This design comes from an exercise in tuning for small area and a short achievable clock period on the open sky130 flow, not from production work. Function was not checked in any run shown here: the RTL went through the layout flow alone. No run shown here takes its clock network from TritonCTS; it comes from the design's own scripts or RTL. No driver is modelled on the clock port, so clock power and skew are understated where the tree is cut down; a real chip needs a root buffer or a tree. Power figures rest on the tool's default switching activity, not on a simulated workload.

==> design.v <==
module registers (
    input logic rst,
    input logic clk,
    input logic [31:0] reg_addr,
    input logic [31:0] reg_wr_data,
    input logic reg_wr,
    output logic neg_b,
    output logic neg_c
);
    logic wr_hit, wr_nb, wr_nc;
    logic nb_r, nc_r;
    always_ff @(posedge clk)
    begin
        wr_hit <= ~rst & reg_wr & (reg_addr == 32'd10);
        wr_nb <= (reg_wr_data[1:0] == 2'h2);
        wr_nc <= (reg_wr_data[1:0] == 2'h1) | (reg_wr_data[1:0] == 2'h2);
    end
    assign neg_b = wr_hit ? wr_nb : nb_r;
    assign neg_c = wr_hit ? wr_nc : nc_r;
    always_ff @(posedge clk)
    begin
        if (rst) begin
            nb_r <= 1'b0;
            nc_r <= 1'b0;
        end
        else begin
            nb_r <= neg_b;
            nc_r <= neg_c;
        end
    end
endmodule
module calculate (
    input logic rst,
    input logic clk,
    input logic [31:0] a,
    input logic [31:0] b,
    input logic [31:0] c,
    input logic neg_b,
    input logic neg_c,
    output logic [63:0] z
);
    localparam int W = 38;
    localparam int B1 = 8;
    localparam int B2 = 24;
    logic [31:0] bx, cx;
    logic [31:0] s1, cy1;
    logic nb1, nc1;
    logic [W-1:0] ra, rb;
    logic [W-1:0] p2, g2;
    logic [B1-1:0] u0;
    logic [B2-B1-1:0] u1;
    logic [W-B2-1:0] u2;
    logic c0, c1, a1;
    logic [W-1:0] x2n;
    logic c0_3, c1_3, a1_3;
    logic [B2-B1-1:0] v1;
    logic [W-B2-1:0] v2;
    logic carry2;
    logic [W-1:0] z3;
    logic rst1, rst12;
    assign bx = b ^ {32{neg_b}};
    assign cx = c ^ {32{neg_c}};
    always_ff @(posedge clk)
    begin
        s1  <= a ^ bx ^ cx;
        cy1 <= (a & bx) | (a & cx) | (bx & cx);
        nb1 <= neg_b;
        nc1 <= neg_c;
    end
    assign ra = {{(W-32){nb1 ^ nc1}}, s1};
    assign rb = {{(W-33){nb1 & nc1}}, cy1, nc1};
    assign p2 = ra ^ rb;
    assign g2 = {ra[W-1:1] & rb[W-1:1], nb1 | (ra[0] & nc1)};
    prefix_carry #(.W(B1)) iblk0(.p(p2[B1-1:0]), .g(g2[B1-1:0]), .cin(nb1), .s(u0), .cout(c0), .prop());
    prefix_carry #(.W(B2-B1)) iblk1(.p(p2[B2-1:B1]), .g(g2[B2-1:B1]), .cin(1'b0), .s(u1), .cout(c1), .prop(a1));
    prefix_carry #(.W(W-B2)) iblk2(.p(p2[W-1:B2]), .g(g2[W-1:B2]), .cin(1'b0), .s(u2), .cout(), .prop());
    always_ff @(posedge clk)
    begin
        x2n <= ~{u2, u1, u0};
        c0_3 <= c0;
        c1_3 <= c1;
        a1_3 <= a1;
        rst1 <= rst;
        rst12 <= rst | rst1;
    end
    assign carry2 = c1_3 | (c0_3 & a1_3);
    incrementer #(.W(B2-B1)) iinc1(.x(~x2n[B2-1:B1]), .cin(c0_3), .s(v1));
    incrementer #(.W(W-B2)) iinc2(.x(~x2n[W-1:B2]), .cin(carry2), .s(v2));
    always_ff @(posedge clk)
    begin
        if (rst | rst12)
            z3 <= '0;
        else
            z3 <= {v2, v1, ~x2n[B1-1:0]};
    end
    always_comb
    begin
        z[W-1:0] = z3;
        for (int i = W; i < 64; i++)
            z[i] = z3[34 + (i % (W-34))];
    end
endmodule
module prefix_carry #(
    parameter int W = 38
) (
    input logic [W-1:0] p,
    input logic [W-1:0] g,
    input logic cin,
    output logic [W-1:0] s,
    output logic cout,
    output logic prop
);
    localparam int L = (W > 32) ? 6 : (W > 16) ? 5 : (W > 8) ? 4 : (W > 4) ? 3 : (W > 2) ? 2 : 1;
    for (genvar l = 0; l <= L; l++) begin : level
        logic [W-1:0] gg;
        logic [W-1:0] tt;
        if (l == 0) begin : first
            assign gg = g;
            assign tt = p;
        end
        else begin : next
            localparam int D = 1 << (l - 1);
            assign gg = {level[l-1].gg[W-1:D] | (level[l-1].tt[W-1:D] & level[l-1].gg[W-1-D:0]),
                         level[l-1].gg[D-1:0]};
            assign tt = {level[l-1].tt[W-1:D] & level[l-1].tt[W-1-D:0], level[l-1].tt[D-1:0]};
        end
    end
    assign s = p ^ {level[L].gg[W-2:0], cin};
    assign cout = level[L].gg[W-1];
    assign prop = level[L].tt[W-1];
endmodule
module incrementer #(
    parameter int W = 21
) (
    input logic [W-1:0] x,
    input logic cin,
    output logic [W-1:0] s
);
    localparam int L = (W > 32) ? 6 : (W > 16) ? 5 : (W > 8) ? 4 : (W > 4) ? 3 : (W > 2) ? 2 : 1;
    for (genvar l = 0; l <= L; l++) begin : level
        logic [W-1:0] tt;
        if (l == 0) begin : first
            assign tt = x;
        end
        else begin : next
            localparam int D = 1 << (l - 1);
            assign tt = {level[l-1].tt[W-1:D] & level[l-1].tt[W-1-D:0], level[l-1].tt[D-1:0]};
        end
    end
    assign s = x ^ ({level[L].tt[W-2:0], 1'b1} & {W{cin}});
endmodule
module operator (
    input logic rst,
    input logic clk,
    input logic [31:0] reg_addr,
    input logic [31:0] reg_wr_data,
    input logic reg_wr,
    input logic [31:0] a,
    input logic [31:0] b,
    input logic [31:0] c,
    output logic [63:0] z
);
    logic neg_b;
    logic neg_c;
    registers ireg(
        .clk(clk),
        .rst(rst),
        .reg_addr(reg_addr),
        .reg_wr_data(reg_wr_data),
        .reg_wr(reg_wr),
        .neg_b(neg_b),
        .neg_c(neg_c));
    calculate ical(
        .clk(clk),
        .rst(rst),
        .a(a),
        .b(b),
        .c(c),
        .neg_b(neg_b),
        .neg_c(neg_c),
        .z(z));
endmodule
==> flow/run.sh <==
#!/bin/bash
# Standard ORFS layout, except that:
#  - the port buffers are small plain buffers (buffer_ports otherwise picks a
#    large delay cell for every port);
#  - the clock tree is two levels: the clock port drives a root clock
#    buffer, which drives six leaf buffers, each driving the flip-flops of
#    one sixth of the core (manual_cts.tcl);
#  - before the clock tree, the output port buffers and the output registers
#    are given more drive (manual_cts.tcl).
set -euo pipefail
W=$(pwd)
bash standard.sh synth > "$W/make_synth.log" 2>&1
export BUFFER_PORTS_ARGS="-buffer_cell sky130_fd_sc_hd__buf_1"
export PRE_CTS_TCL="$W/flow/manual_cts.tcl"
bash standard.sh > "$W/make_layout.log" 2>&1
==> flow/manual_cts.tcl <==
# A two-level clock tree: the clock port drives one root clock buffer, which
# drives one leaf clock buffer per region of the core; each leaf drives the
# flip-flops of its region. The regions split the flip-flops into n_cols
# columns of equal count by x, and each column into n_rows rows by y.
proc manual_clock_tree {n_cols n_rows leaf_master root_master} {
  set block [ord::get_db_block]
  set net [$block findNet clk]
  set leaf_m [[ord::get_db] findMaster $leaf_master]
  set root_m [[ord::get_db] findMaster $root_master]
  set sinks {}
  foreach it [$net getITerms] {
    set bb [[$it getInst] getBBox]
    lappend sinks [list $it [expr {([$bb xMin] + [$bb xMax]) / 2}] [expr {([$bb yMin] + [$bb yMax]) / 2}]]
  }
  set n [llength $sinks]
  set by_x [lsort -integer -index 1 $sinks]
  set groups {}
  for {set c 0} {$c < $n_cols} {incr c} {
    set col [lsort -integer -index 2 [lrange $by_x [expr {$c * $n / $n_cols}] [expr {($c + 1) * $n / $n_cols - 1}]]]
    set m [llength $col]
    for {set r 0} {$r < $n_rows} {incr r} {
      lappend groups [lrange $col [expr {$r * $m / $n_rows}] [expr {($r + 1) * $m / $n_rows - 1}]]
    }
  }
  # the root buffer, between the port net and the leaves' net
  set root [odb::dbInst_create $block $root_m "clkbuf_root"]
  set trunk [odb::dbNet_create $block "clknet_root"]
  $trunk setSigType CLOCK
  [$root findITerm A] connect $net
  [$root findITerm X] connect $trunk
  set k 0
  set rx 0
  set ry 0
  foreach g $groups {
    set sx 0; set sy 0
    foreach s $g { incr sx [lindex $s 1]; incr sy [lindex $s 2] }
    set cx [expr {$sx / [llength $g]}]
    set cy [expr {$sy / [llength $g]}]
    incr rx $cx
    incr ry $cy
    set inst [odb::dbInst_create $block $leaf_m "clkbuf_leaf_$k"]
    $inst setLocation $cx $cy
    $inst setPlacementStatus PLACED
    set leaf [odb::dbNet_create $block "clknet_leaf_$k"]
    $leaf setSigType CLOCK
    foreach s $g {
      set it [lindex $s 0]
      $it disconnect
      $it connect $leaf
    }
    [$inst findITerm A] connect $trunk
    [$inst findITerm X] connect $leaf
    puts "clock leaf $k: [llength $g] sinks at ($cx, $cy)"
    incr k
  }
  $root setLocation [expr {$rx / $k}] [expr {$ry / $k}]
  $root setPlacementStatus PLACED
  $net setSigType CLOCK
}

# Used in place of TritonCTS: cts.tcl calls clock_tree_synthesis, then
# legalises the placement and repairs timing as usual.
rename clock_tree_synthesis tritoncts_clock_tree_synthesis
proc clock_tree_synthesis {args} {
  upsize_output_stage
  manual_clock_tree 3 2 sky130_fd_sc_hd__clkbuf_16 sky130_fd_sc_hd__clkbuf_16
  set_propagated_clock [all_clocks]
}

# The paths from the output registers to the ports are among the longest:
# give the output port buffers and the output registers more drive. The
# registers that drive several ports (copies of the sign) get the most.
proc upsize_output_stage {} {
  set master_buf [get_lib_cells sky130_fd_sc_hd__buf_2]
  foreach inst [get_cells output*] {
    if {[get_property $inst ref_name] eq "sky130_fd_sc_hd__buf_1"} {
      replace_cell $inst $master_buf
    }
  }
  foreach inst [get_cells -hier *z3*] {
    if {[get_property $inst ref_name] eq "sky130_fd_sc_hd__dfxtp_1"} {
      set q [get_pins -of_objects $inst -filter "direction==output"]
      set fanout [llength [get_pins -of_objects [get_nets -of_objects $q] -filter "direction==input"]]
      replace_cell $inst [expr {$fanout > 2 ? "sky130_fd_sc_hd__dfxtp_4" : "sky130_fd_sc_hd__dfxtp_2"}]
    }
  }
}
==> standard.sh <==
#!/bin/bash
# synth_recipe.tcl (not shown) runs the flow's synth.tcl, then flattens the netlist and writes it again
# the make line also repeats each setting of config.mk as NAME=value (left out here)
make -C /OpenROAD-flow-scripts/flow DESIGN_CONFIG=/design/flow/config.mk WORK_HOME=/design/flow/orfs CLKGATE_MAP_FILE= SYNTH_SCRIPT=/design/flow/synth_recipe.tcl "${@:-finish}"
==> config.mk <==
export PLATFORM = sky130hd
export DESIGN_NAME = operator
export DESIGN_NICKNAME = operator
export VERILOG_FILES = /design/flow/design.v
export SDC_FILE = /design/flow/constraint.sdc
export NUM_CORES = 4
export LEC_CHECK = 0
export ABC_CLOCK_PERIOD_IN_PS = 1000
export CAP_MARGIN = 20
export CORE_MARGIN = 2
export CORE_UTILIZATION = 65
export CTS_BUF_LIST = sky130_fd_sc_hd__clkbuf_4 sky130_fd_sc_hd__clkbuf_8
export CTS_CLUSTER_DIAMETER = 60
export CTS_CLUSTER_SIZE = 30
export SETUP_SLACK_MARGIN = 3.7
export SLEW_MARGIN = 20
==> constraint.sdc <==
create_clock -name core_clock -period 6.0 [get_ports {clk}]
set_input_delay 1.2000 -clock core_clock [delete_from_list [all_inputs] [get_ports {clk}]]
set_output_delay 1.2000 -clock core_clock [all_outputs]
set_load 0.01 [all_outputs]
==> flow_metrics.py, run 1 <==
metrics = {
    "status": {
        "status": "no timing/DRC/antenna violations",
    },
    "placed_design": {
        "placed_cells": 908,
        "routabilityCongestion": 0.892,
        "portBuffers": 196,
        "pre_cts_ws_ps": 3310,
        "dp_hpwl_um": 10100,
        "placement.cell_area_sq_mm": 0.00749,
    },
    "global_routing": {
        "met1_usage_pct": 31.2,
        "grt-ovfl-total": 0,
        "grt_pass1_wl_um": 21000,
        "use_met2_pct": 39.0,
        "grt_max_degree": 35,
        "use_met3_pct": 2.64,
        "grt_use_total_pct": 22.6,
        "grt.busiest_layer": "met2",
        "grt_pass1_vias": 4619,
        "grt_antenna_before_repair": 0,
    },
    "sta": {
        "period_share_pct": 37.2,
        "fin_hold_ws_ps": 380,
        "max-slew-margin-rel_pct": 54.6,
        "max_freq_mhz": 448,
        "setup_slack_ps": 3770,
        "tightest_slew_ps": 680,
        "skew_ps": 12.1,
        "drv_slew": 0,
        "final-setup-viol-count": 0,
        "finalHoldViolations": 0,
        "tns_ps": 0,
        "fin_crit_ps": 2230,
        "rsz0062_at_grt": "no",
    },
    "run": {
        "drv_cap": 0,
    },
    "floorplan": {
        "die_w_um": 106,
        "initial_core_util_pct": 66.3,
        "die_h_um": 106,
        "die_area_sq_mm": 0.0113,
        "core-area_sq_mm": 0.0102,
        "rows": 37,
        "io_pins": 227,
    },
    "cts": {
        "clkSlewWorstSetupHoldPaths_ps": 100,
        "cts-hold-fix-buffers": 0,
        "clk_latency_ps": 350,
    },
    "synthesis": {
        "avgSynthCellArea_sq_um": 11.1,
        "ys_ff_latch": 152,
        "synth_edf_count": 0,
        "async_flop_share_pct": 0,
        "syn_area_sq_mm": 0.00679,
        "ys_types": 53,
        "syn_inst": 612,
        "syn_nets": 848,
        "ys_seq_area_share_pct": 44.8,
        "synth_flop_cell": "dfxtp_1",
        "yosysWarningCount": 2,
    },
    "critical_path": {
        "worstPathArrival_ps": 2480,
        "cp_data_required_time_ps": 6250,
        "worst_setup_path_start_kind": "register",
        "path_max_fanout": 5,
        "critPathKind": "reg -> reg",
        "critPathCaptureType": "register",
    },
    "pwr": {
        "pwr-share-clk_pct": 20.8,
        "seqPwrFrac_pct": 54.3,
        "powerDensity_mw_per_mm2": 302,
        "ir_drop_v": 0.000249,
        "swShare_pct": 29.1,
        "switchingPower_uw": 693,
        "internal_power_uw": 1690,
        "leakage_uw": 0.00344,
        "combPwrFrac_pct": 24.9,
    },
    "layout": {
        "layout-drive-gt1-share_pct": 17.8,
        "diodes": 0,
        "multi_input_area_sq_mm": 0.00346,
        "layout_commonest_cell": "buf_1",
        "stdcell_count": 921,
        "fillers": 702,
        "nets": 1023,
        "mostFrequentLayoutCells": "132 x buf_1, 114 x dfxtp_1, 82 x xnor2_1",
        "area_delta_synth_final_pct": 16.1,
        "register_area_sq_mm": 0.00310,
        "stdcell_area_sq_mm": 0.00788,
    },
    "min_path": {
        "hold_path.class": "reg -> reg",
    },
    "detailed_routing": {
        "ant_nets": 0,
        "wl_per_cell_um": 14.0,
        "drtIter0Drc": 173,
        "dr.pass1.iters": 5,
        "drt_wl_total_um": 12900,
        "drc": 0,
        "dr_total_vias": 4713,
        "viasPerCell": 5.12,
    },
}
[worst max-delay path, stage by stage (launching register included)]
cell and delay (ps):
dfxtp_1 320, ha_1 360, nor2b_2 190, o31a_1 320, o31ai_2 210, nand4b_1 200, a221o_1 360, a21o_1 190
[synthesized netlist by cell type (2+ instances only)]
cell type	n	area [sq um]
xor2_1	23	201
a31oi_1	2	12.5
o21a_1	4	30.0
nor4_1	7	43.8
fa_1	35	701
or2_2	4	25.0
a31o_2	2	17.5
o211ai_1	2	15.0
o21ai_0	13	65.1
nand4_1	2	12.5
and3_1	5	31.3
clkbuf_1	12	45.0
or4_1	2	15.0
buf_4	26	195
nand2b_1	5	31.3
o2bb2ai_1	2	17.5
a21boi_0	2	15.0
nor3_1	16	80.1
dfxtp_1	152	3040
nor2b_1	9	56.3
and4b_1	2	20.0
o31a_1	4	35.0
and2_1	4	25.0
mux2i_1	2	20.0
a21oi_1	18	90.1
xnor2_1	82	718
nor4b_1	4	35.0
ha_1	38	475
nand3_1	4	20.0
and4_1	2	17.5
inv_1	26	97.6
nor3b_1	8	60.1
nor2_1	45	169
nand2_1	18	67.6
o31ai_1	3	22.5
a21o_1	10	75.1
[path summary, 6_finish.rpt]
kind                             startpoint    endpoint  slack (ps)  cells past startpoint
worst min-delay path            ical.x2n[6]  ical.z3[6]         380                      1
worst max-delay path            ical.s1[10]   ical.c1_3        3770                      7
worst min register to register  ical.x2n[6]  ical.z3[6]         380                      1
worst max register to register  ical.s1[10]   ical.c1_3        3770                      7
[through the flow]
stage,utilization (%),power [uW]
after floorplan,-,1700
after global placement,73.2,1850
after detailed placement,73.2,1870
after CTS,76.7,2380
after global routing,77.0,2520
final,77.0,2380
[cell families after synthesis]
kind of cell	count (synthesis)	share of synthesized area, %
flip-flops	152	44.8
XOR/XNOR	105	13.6
AO/OA/AOI/OAI	68	6.64
buffers and inverters	64	4.98
adder cells (fa/ha/maj)	73	17.3
AND/OR/NAND/NOR	148	12.4
multiplexers	2	0.295
[area by class of cell]
type,instances,share of cell area [%]
well taps,136,2.16
flip-flops and latches,152,39.3
inverters,26,1.24
multi-input cells,396,43.9
repair buffers,204,11.1
plain buffers,7,2.22
[power by group through the flow]
stage / Sequential [uW] / Clock, uW / Combinational (uW)
floorplan: 1300 / 0 / 402
finish: 1290 / 494 / 592
detailed placement: 1310 / 0 / 562
global route: 1310 / 546 / 664
global placement: 1300 / 0 / 548
CTS: 1290 / 504 / 580
[state kept, by name, indices dropped and copies added (netlist names)]
register and count:
ireg.nc_r 1, ical.nb1 1, ical.rst1 1, ical.nc1 1, ical.cy1 32, ical.x2n 38
ireg.wr_nb 1, ical.c1_3 1, ical.z3 38, ireg.wr_nc 1, ical.c0_3 1, ical.rst12 1
ireg.nb_r 1, ical.s1 32, ical.a1_3 1, ireg.wr_hit 1
[timing repair]
item,CTS,global route
pin swaps,1,5
gates cloned,0,0
gates resized for setup,2,6
endpoints found under the setup margin,29,3
buffers inserted,4,2
[routing by layer]
layer | routed length [um] | up-vias
met5 | 0 | -
met2 | 5980 | 166
met4 | 230 | 0
met1 | 5800 | 2174
li1 | - | 2354
met3 | 843 | 19
==> run 2, diff against run 1 <==
--- a/flow/run.sh
+++ b/flow/run.sh
@@ -4,9 +4,7 @@
 #    large delay cell for every port);
 #  - the clock tree is two levels: the clock port drives a root clock
 #    buffer, which drives six leaf buffers, each driving the flip-flops of
-#    one sixth of the core (manual_cts.tcl);
-#  - before the clock tree, the output port buffers and the output registers
-#    are given more drive (manual_cts.tcl).
+#    one sixth of the core (manual_cts.tcl).
 set -euo pipefail
 W=$(pwd)
 bash standard.sh synth > "$W/make_synth.log" 2>&1
--- a/flow/manual_cts.tcl
+++ b/flow/manual_cts.tcl
@@ -62,26 +62,6 @@
 # legalises the placement and repairs timing as usual.
 rename clock_tree_synthesis tritoncts_clock_tree_synthesis
 proc clock_tree_synthesis {args} {
-  upsize_output_stage
   manual_clock_tree 3 2 sky130_fd_sc_hd__clkbuf_16 sky130_fd_sc_hd__clkbuf_16
   set_propagated_clock [all_clocks]
 }
-
-# The paths from the output registers to the ports are among the longest:
-# give the output port buffers and the output registers more drive. The
-# registers that drive several ports (copies of the sign) get the most.
-proc upsize_output_stage {} {
-  set master_buf [get_lib_cells sky130_fd_sc_hd__buf_2]
-  foreach inst [get_cells output*] {
-    if {[get_property $inst ref_name] eq "sky130_fd_sc_hd__buf_1"} {
-      replace_cell $inst $master_buf
-    }
-  }
-  foreach inst [get_cells -hier *z3*] {
-    if {[get_property $inst ref_name] eq "sky130_fd_sc_hd__dfxtp_1"} {
-      set q [get_pins -of_objects $inst -filter "direction==output"]
-      set fanout [llength [get_pins -of_objects [get_nets -of_objects $q] -filter "direction==input"]]
-      replace_cell $inst [expr {$fanout > 2 ? "sky130_fd_sc_hd__dfxtp_4" : "sky130_fd_sc_hd__dfxtp_2"}]
-    }
-  }
-}
==> run 2 against run 1 <==
Net effect:
- synthesized cell count is the same
- utilization shrank 1.3 points
- sequential share of layout area is essentially flat
- global-route usage shrank 0.18 points
- maximum frequency grew 0.31%
- cell count is the same
- critical endpoint is now ical.x2n[22]
==> flow_metrics.py, run 2 <==
metrics = {
    "status": {
        "status": "no timing/DRC/antenna violations",
    },
    "synthesis": {
        "yosysWarningCount": 2,
        "ys_top_cells_by_area": "dfxtp_1 45%, xnor2_1 11%, fa_1 10%",
        "ys_ff_latch": 152,
        "synth_edf_count": 0,
        "syn_area_sq_mm": 0.00679,
        "syn_nets": 848,
        "synth_common_cells": "152 x dfxtp_1, 82 x xnor2_1, 45 x nor2_1, 38 x ha_1, 35 x fa_1",
        "syn_inst": 612,
        "ys_types": 53,
        "synth_flop_cell": "dfxtp_1",
        "synth_top_area_cell": "dfxtp_1",
        "async_flop_share_pct": 0,
        "synth.most_common_cell": "dfxtp_1",
        "avgSynthCellArea_sq_um": 11.1,
        "synth_top_area_share_pct": 44.8,
        "ys_seq_area_share_pct": 44.8,
    },
    "detailed_routing": {
        "wl_per_cell_um": 13.8,
        "drc": 0,
        "dr.pass1.iters": 4,
        "ant_nets": 0,
        "dr_total_vias": 4652,
        "drtIter0Drc": 169,
        "viasPerCell": 5.05,
        "drt_wl_total_um": 12700,
    },
    "cts": {
        "clkSlewWorstSetupHoldPaths_ps": 90,
        "cts-hold-fix-buffers": 0,
        "clk_latency_ps": 350,
    },
    "pwr": {
        "switchingPower_uw": 695,
        "ir_drop_v": 0.000245,
        "seqPwrFrac_pct": 54.4,
        "leakage_uw": 0.00314,
        "combPwrFrac_pct": 24.7,
        "power_uw": 2370,
        "swShare_pct": 29.3,
        "internal_power_uw": 1680,
        "powerDensity_mw_per_mm2": 307,
        "pwr-share-clk_pct": 20.9,
    },
    "global_routing": {
        "grt_antenna_before_repair": 0,
        "grt_use_total_pct": 22.4,
        "grt-ovfl-total": 0,
        "grt_pass1_vias": 4586,
        "grt_pass1_wl_um": 20800,
        "grt_max_degree": 35,
    },
    "critical_path": {
        "worstReg2RegEnd": "ical.x2n[22]",
        "critPathCaptureType": "register",
        "crit_family": "compound AO/OA/AOI/OAI gates",
        "crit_path_end": "ical.x2n[22]",
        "crit_chain": "ha_1 -> nor2b_2 -> o31a_1 -> o31ai_2 -> nand4b_1 -> buf_4 -> o31ai_2 -> xor2_1",
        "critPathBufInv": 1,
        "path_max_fanout": 5,
        "cp_data_required_time_ps": 6280,
        "reg2regPathDepth": 8,
        "worstSetupStartpoint": "ical.s1[10]",
        "worst_setup_path_start_kind": "register",
        "cp_common_cell": "o31ai_2",
        "r2r_slack_ps": 3770,
        "cpPeakStageDelay_ps": 360,
        "r2r_start": "ical.s1[10]",
        "worstPathArrival_ps": 2510,
        "critPathKind": "reg -> reg",
        "slowest_stage": "ha_1",
        "crit_cells": 8,
    },
    "layout": {
        "layout_commonest_cell": "buf_1",
        "layout-drive-gt1-share_pct": 4.84,
        "mostFrequentLayoutCells": "196 x buf_1, 152 x dfxtp_1, 82 x xnor2_1",
        "diodes": 0,
        "nets": 1023,
        "area_delta_synth_final_pct": 14.1,
        "fillers": 725,
        "reg_top3": "ical.x2n (38), ical.z3 (38)",
    },
    "placed_design": {
        "routabilityCongestion": 0.892,
        "portBuffers": 196,
        "dp_hpwl_um": 10100,
    },
    "floorplan": {
        "initial_core_util_pct": 66.3,
        "die_h_um": 106,
        "core-area_sq_mm": 0.0102,
        "io_pins": 227,
        "die_w_um": 106,
        "die_area_sq_mm": 0.0113,
        "rows": 37,
    },
    "sta": {
        "period_share_pct": 37.1,
        "tightest_slew_ps": 681,
        "skew_ps": 9.31,
        "final-setup-viol-count": 0,
        "rsz0062_at_grt": "no",
        "max-slew-margin-rel_pct": 54.6,
        "fin_crit_ps": 2230,
        "finalHoldViolations": 0,
        "tns_ps": 0,
        "max_freq_mhz": 449,
        "drv_slew": 0,
    },
    "min_path": {
        "hold_path.class": "reg -> reg",
    },
    "run": {
        "drv_cap": 0,
    },
}
-- run 2: cell count changes in the layout (fill, tap and decap cells not counted) --
cell     before  now
buf_1       132  196
buf_2        64    0
dfxtp_1     114  152
dfxtp_2      34    0
dfxtp_4       4    0
-- run 2: kinds of logic after synthesis --
kind of cell | after synthesis | share of synthesized area [%]
XOR/XNOR | 105 | 13.6
flip-flops | 152 | 44.8
adder cells (fa/ha/maj) | 73 | 17.3
buffers and inverters | 64 | 4.98
AND/OR/NAND/NOR | 148 | 12.4
AO/OA/AOI/OAI | 68 | 6.64
multiplexers | 2 | 0.295
-- run 2: what timing repair did --
action,CTS,global route
endpoints found under the setup margin,29,3
gates resized for setup,2,6
pin swaps,1,5
setup buffers,4,2
-- run 2: worst register-to-register path: stages (launching register included) --
cell and delay (ps):
dfxtp_1 320, ha_1 360, nor2b_2 190, o31a_1 320, o31ai_2 210, nand4b_1 190, buf_4 190, o31ai_2 220
xor2_1 160
-- run 2: how the worst min path moves through the flow --
stage	start	endpoint	slack, ps	cells past startpoint
final	ical.x2n[6]	ical.z3[6]	390	1
after global routing	ical.x2n[0]	ical.z3[0]	400	1
after floorplan	ical.x2n[0]	ical.z3[0]	370	1
after CTS	ical.x2n[6]	ical.z3[6]	390	1
after detailed placement	ical.x2n[4]	ical.z3[4]	380	1
after global placement	ical.x2n[0]	ical.z3[0]	370	1
-- run 2: layer usage --
layer	vias to the layer above	global-route usage (%)	share of wire, %
met5	-	0	0
met4	0	3.95	1.7
met3	15	2.70	6.0
met2	149	38.4	47
met1	2141	31.2	46
li1	2347	-	-
-- run 2: area by class of cell --
class	count	area [sq um]	area share, %
sequential	152	3040	39.3
multi-input combinational	396	3460	44.7
timing repair buffer	204	796	10.3
tap	136	170	2.20
buffer	7	175	2.26
inverter	26	97.6	1.26
-- run 2: metrics by stage --
stage,hold WS (ps),util [%],std cells,setup WS [ps],cell area (sq um)
2_1_floorplan,368,-,612,3900,6790
3_3_place_gp,369,73.2,908,3310,7490
3_5_place_dp,380,73.2,908,3310,7490
4_1_cts,392,75.3,919,3700,7710
5_1_grt,404,75.7,921,3650,7740
6_report,390,75.7,921,3770,7740
-- run 2: power by group through the flow --
| stage | clock network (uW) | logic (uW) | registers (uW) |
|---|---|---|---|
| after floorplan | 0 | 402 | 1300 |
| after global placement | 0 | 548 | 1300 |
| after detailed placement | 0 | 562 | 1310 |
| after CTS | 505 | 575 | 1290 |
| after global routing | 546 | 659 | 1310 |
| final | 495 | 587 | 1290 |
==> run 3, diff against run 2 <==
--- a/design.v
+++ b/design.v
@@ -7,25 +7,17 @@
     output logic neg_b,
     output logic neg_c
 );
-    logic wr_hit, wr_nb, wr_nc;
-    logic nb_r, nc_r;
-    always_ff @(posedge clk)
-    begin
-        wr_hit <= ~rst & reg_wr & (reg_addr == 32'd10);
-        wr_nb <= (reg_wr_data[1:0] == 2'h2);
-        wr_nc <= (reg_wr_data[1:0] == 2'h1) | (reg_wr_data[1:0] == 2'h2);
-    end
-    assign neg_b = wr_hit ? wr_nb : nb_r;
-    assign neg_c = wr_hit ? wr_nc : nc_r;
+    logic wr_hit;
+    assign wr_hit = reg_wr & (reg_addr == 32'd10);
     always_ff @(posedge clk)
     begin
         if (rst) begin
-            nb_r <= 1'b0;
-            nc_r <= 1'b0;
+            neg_b <= 1'b0;
+            neg_c <= 1'b0;
         end
-        else begin
-            nb_r <= neg_b;
-            nc_r <= neg_c;
+        else if (wr_hit) begin
+            neg_b <= (reg_wr_data[1:0] == 2'h2);
+            neg_c <= (reg_wr_data[1:0] == 2'h1) | (reg_wr_data[1:0] == 2'h2);
         end
     end
 endmodule
@@ -40,8 +32,8 @@
     output logic [63:0] z
 );
     localparam int W = 38;
-    localparam int B1 = 8;
-    localparam int B2 = 24;
+    localparam int B1 = 16;
+    localparam int B2 = 32;
     logic [31:0] bx, cx;
     logic [31:0] s1, cy1;
     logic nb1, nc1;
@@ -50,9 +42,9 @@
     logic [B1-1:0] u0;
     logic [B2-B1-1:0] u1;
     logic [W-B2-1:0] u2;
-    logic c0, c1, a1;
+    logic c0, c1;
     logic [W-1:0] x2n;
-    logic c0_3, c1_3, a1_3;
+    logic c0n, c1n;
     logic [B2-B1-1:0] v1;
     logic [W-B2-1:0] v2;
     logic carry2;
@@ -70,21 +62,20 @@
     assign ra = {{(W-32){nb1 ^ nc1}}, s1};
     assign rb = {{(W-33){nb1 & nc1}}, cy1, nc1};
     assign p2 = ra ^ rb;
-    assign g2 = {ra[W-1:1] & rb[W-1:1], nb1 | (ra[0] & nc1)};
-    prefix_carry #(.W(B1)) iblk0(.p(p2[B1-1:0]), .g(g2[B1-1:0]), .cin(nb1), .s(u0), .cout(c0), .prop());
-    prefix_carry #(.W(B2-B1)) iblk1(.p(p2[B2-1:B1]), .g(g2[B2-1:B1]), .cin(1'b0), .s(u1), .cout(c1), .prop(a1));
-    prefix_carry #(.W(W-B2)) iblk2(.p(p2[W-1:B2]), .g(g2[W-1:B2]), .cin(1'b0), .s(u2), .cout(), .prop());
+    assign g2 = {ra[W-1:1] & rb[W-1:1], (ra[0] & rb[0]) | (ra[0] & nb1) | (rb[0] & nb1)};
+    prefix_carry #(.W(B1)) iblk0(.p(p2[B1-1:0]), .g(g2[B1-1:0]), .cin(nb1), .s(u0), .cout(c0));
+    prefix_carry #(.W(B2-B1)) iblk1(.p(p2[B2-1:B1]), .g(g2[B2-1:B1]), .cin(1'b0), .s(u1), .cout(c1));
+    prefix_carry #(.W(W-B2)) iblk2(.p(p2[W-1:B2]), .g(g2[W-1:B2]), .cin(1'b0), .s(u2), .cout());
     always_ff @(posedge clk)
     begin
         x2n <= ~{u2, u1, u0};
-        c0_3 <= c0;
-        c1_3 <= c1;
-        a1_3 <= a1;
+        c0n <= ~c0;
+        c1n <= ~c1;
         rst1 <= rst;
         rst12 <= rst | rst1;
     end
-    assign carry2 = c1_3 | (c0_3 & a1_3);
-    incrementer #(.W(B2-B1)) iinc1(.x(~x2n[B2-1:B1]), .cin(c0_3), .s(v1));
+    assign carry2 = ~c1n | (~c0n & (&(~x2n[B2-1:B1])));
+    incrementer #(.W(B2-B1)) iinc1(.x(~x2n[B2-1:B1]), .cin(~c0n), .s(v1));
     incrementer #(.W(W-B2)) iinc2(.x(~x2n[W-1:B2]), .cin(carry2), .s(v2));
     always_ff @(posedge clk)
     begin
@@ -107,8 +98,7 @@
     input logic [W-1:0] g,
     input logic cin,
     output logic [W-1:0] s,
-    output logic cout,
-    output logic prop
+    output logic cout
 );
     localparam int L = (W > 32) ? 6 : (W > 16) ? 5 : (W > 8) ? 4 : (W > 4) ? 3 : (W > 2) ? 2 : 1;
     for (genvar l = 0; l <= L; l++) begin : level
@@ -127,7 +117,6 @@
     end
     assign s = p ^ {level[L].gg[W-2:0], cin};
     assign cout = level[L].gg[W-1];
-    assign prop = level[L].tt[W-1];
 endmodule
 module incrementer #(
     parameter int W = 21
==> run 3 against run 2 <==
Net effect:
- sequential power shrank 5%
- worst hold slack lost 6.6 ps
- sequential share of layout area shrank 0.92 points
- area after synthesis shrank 4.1%
- maximum frequency shrank 5.2%
- routed wire length shrank 3.0%
- cell area shrank 2.8%
- clock power shrank 3%
- clock skew shrank 3.3 ps
- via count shrank 0.15%
- register-to-register slack is essentially flat
- critical path depth shrank 2
- highest routed layer unchanged
==> flow_metrics.py, run 3 <==
metrics = {
    "status": {
        "status": "no timing/DRC/antenna violations",
    },
    "critical_path": {
        "reg2regPathDepth": 6,
        "critPathCaptureType": "register",
        "critPathKind": "in -> reg",
        "crit_chain": "buf_1 -> or4_4 -> nor4_4 -> and4_4 -> mux2i_2 -> nor2_1",
        "worstPathArrival_ps": 2580,
        "cp_data_required_time_ps": 6230,
        "r2r_start": "ical.x2n[16]",
        "worstReg2RegEnd": "ical.z3[32]",
        "path_max_fanout": 3,
        "crit_cells": 6,
        "crit_path_end": "ireg.neg_b",
        "worst_setup_path_start_kind": "primary input",
        "cpPeakStageDelay_ps": 550,
        "critPathBufInv": 1,
        "slowest_stage": "or4_4",
        "worstSetupStartpoint": "reg_addr[11]",
        "crit_family": "simple AND/OR/NAND/NOR gates",
        "r2r_slack_ps": 3780,
    },
    "sta": {
        "tightest_slew_ps": 1130,
        "fin_crit_ps": 2350,
        "period_share_pct": 39.1,
        "fin_hold_ws_ps": 384,
        "rsz0062_at_grt": "yes",
        "setup_slack_ps": 3650,
        "max_freq_mhz": 426,
        "skew_ps": 6.02,
        "max-slew-margin-rel_pct": 25.0,
        "finalHoldViolations": 0,
        "final-setup-viol-count": 0,
        "drv_slew": 0,
        "tns_ps": 0,
    },
    "layout": {
        "top_register": "ical.z3",
        "area_delta_synth_final_pct": 15.6,
        "reg_top3": "ical.z3 (38), ical.x2n (34)",
        "largest_register_ffs": 38,
        "diodes": 0,
        "fin_util_pct": 77.4,
        "nets": 1000,
        "layout-drive-gt1-share_pct": 6.93,
        "mostFrequentLayoutCells": "196 x buf_1, 139 x dfxtp_1, 78 x xor2_1",
        "layout_commonest_cell": "buf_1",
        "stdcell_count": 898,
    },
    "synthesis": {
        "synth_top_area_cell": "dfxtp_1",
        "synth_top_area_share_pct": 44.3,
        "synth_common_cells": "144 x dfxtp_1, 78 x xor2_1, 46 x nor2_1, 36 x fa_1, 34 x ha_1",
        "avgSynthCellArea_sq_um": 11.0,
        "ys_top_cells_by_area": "dfxtp_1 44%, fa_1 11%, xor2_1 10%",
        "synth.most_common_cell": "dfxtp_1",
        "synth_flop_cell": "dfxtp_1",
        "syn_inst": 593,
        "ys_ff_latch": 144,
        "ys_seq_area_share_pct": 44.3,
        "synth_edf_count": 0,
        "syn_nets": 826,
        "syn_area_sq_mm": 0.00651,
        "ys_types": 54,
        "yosysWarningCount": 2,
        "async_flop_share_pct": 0,
    },
    "run": {
        "drv_cap": 0,
    },
    "floorplan": {
        "initial_core_util_pct": 66.9,
        "die_h_um": 104,
        "die_area_sq_mm": 0.0108,
        "core-area_sq_mm": 0.00973,
        "rows": 36,
        "io_pins": 227,
        "die_w_um": 104,
    },
    "placed_design": {
        "portBuffers": 196,
        "routabilityCongestion": 0.793,
        "placed_cells": 877,
        "dp_hpwl_um": 9350,
        "pre_cts_ws_ps": 3300,
    },
    "global_routing": {
        "grt_pass1_wl_um": 20100,
        "grt_use_total_pct": 22.2,
        "grt-ovfl-total": 0,
        "grt_antenna_before_repair": 0,
        "grt_max_degree": 35,
        "grt_pass1_vias": 4538,
    },
    "pwr": {
        "leakage_uw": 0.00321,
        "powerDensity_mw_per_mm2": 305,
        "ir_drop_v": 0.000183,
    },
    "cts": {
        "clkSlewWorstSetupHoldPaths_ps": 90,
        "cts-hold-fix-buffers": 0,
        "clk_latency_ps": 350,
    },
    "detailed_routing": {
        "drt_wl_total_um": 12300,
        "ant_nets": 0,
        "viasPerCell": 5.17,
        "drtIter0Drc": 140,
        "dr_total_vias": 4645,
        "drc": 0,
        "wl_per_cell_um": 13.7,
        "dr.pass1.iters": 4,
    },
    "min_path": {
        "worstHoldStart": "ical.x2n[9]",
        "hold_path.class": "reg -> reg",
    },
}
[run 3: cell types whose count changed in the layout (fill, tap and decap cells not counted), sizes merged, moves of 5 or more]
cell,before,now
a21oi,18,25
xnor2,82,15
nand3,4,9
nor3b,8,2
inv,26,20
buf,204,210
a211oi,0,7
nor3,18,12
dfxtp,152,144
xor2,23,78
[run 3: worst min path at each step]
stage	endpoint	slack, ps	cells past startpoint
5_1_grt	ical.z3[6]	400	1
3_3_place_gp	ical.z3[15]	370	1
3_5_place_dp	ical.z3[0]	370	1
6_report	ical.z3[9]	380	1
2_1_floorplan	ical.nb1	330	0
4_1_cts	ical.z3[4]	390	1
[run 3: cell type report]
class | instances | area (sq um)
multi-input combinational | 384 | 3380
sequential | 144 | 2890
fill | 731 | 2200
timing repair buffer | 210 | 841
buffer | 7 | 175
tap | 133 | 166
inverter | 20 | 75.1
[run 3: where the power goes]
group | switching [uW] | leakage (uW) | total (uW) | internal (uW)
clock network | 267 | 0.0000863 | 478 | 210
registers | 87.4 | 0.00120 | 1220 | 1130
logic | 317 | 0.00193 | 602 | 285
total | 671 | 0.00321 | 2300 | 1630
[run 3: metrics by stage]
stage	power (uW)	instance area (sq um)
after floorplan	1640	6510
after global placement	1770	7150
after detailed placement	1800	7150
after CTS	2300	7450
after global routing	2440	7530
final	2300	7530
[run 3: per-layer routing]
metal	share of wire (%)	track usage, %	wire, um	up-vias
met1	41	26.6	5070	2159
li1	-	-	-	2313
met4	2.8	5.41	345	0
met2	51	42.4	6250	143
met5	0	0	0	-
met3	5.4	2.44	660	30
[run 3: repair_timing]
item                       CTS  global route
pin swaps                   10            15
setup endpoints to repair    7            13
gates cloned                 0             0
gates resized for setup     15            10
setup buffers               10             4
[run 3: cells by family (layout without fill, tap and decap cells)]
| family | Yosys count | in the layout | share of synthesized area (%) |
|---|---|---|---|
| compound gates | 90 | 90 | 9.46 |
| xor+xnor | 93 | 93 | 12.5 |
| fa+ha+maj | 70 | 70 | 17.6 |
| buf+inv | 65 | 237 | 5.25 |
| flops | 144 | 144 | 44.3 |
| mux | 3 | 3 | 0.461 |
| simple gates | 128 | 128 | 10.4 |

## port drivers added, routing unchanged
No port has a modelled driver above. Below, the same layouts with a new extraction and two added sets of constraints.
Step 1 sets driving cells, clkbuf_16 on the clock port and buf_2 on the other inputs (assumed; they add their load-dependent delay and slew).
Step 2 adds t to the input delays and takes it off the output delays; t is the mean of the earliest and latest rising clock arrival at the registers after step 1. Input paths then give back, and output paths get back, about the clock's delay inside the block.
Slacks: ideal ports / drivers / drivers and shift; pairs: ideal ports / drivers.
run | t, ns | slack for setup (ns) | worst hold slack (ns) | cell pins on the clock port's net
run 1 | 0.386 | 3.768 / 3.768 / 3.506 | 0.380 / 0.380 / 0.380 | 1
run 2 | 0.387 | 3.774 / 3.774 / 3.490 | 0.390 / 0.390 / 0.390 | 1
run 3 | 0.384 | 3.652 / 3.666 / 3.282 | 0.384 / 0.384 / 0.384 | 1
After both steps every run listed still meets setup and hold. For run 3, which loses most, drivers alone change the setup slack by +0.014 ns; drivers and shift together by -0.370 ns.
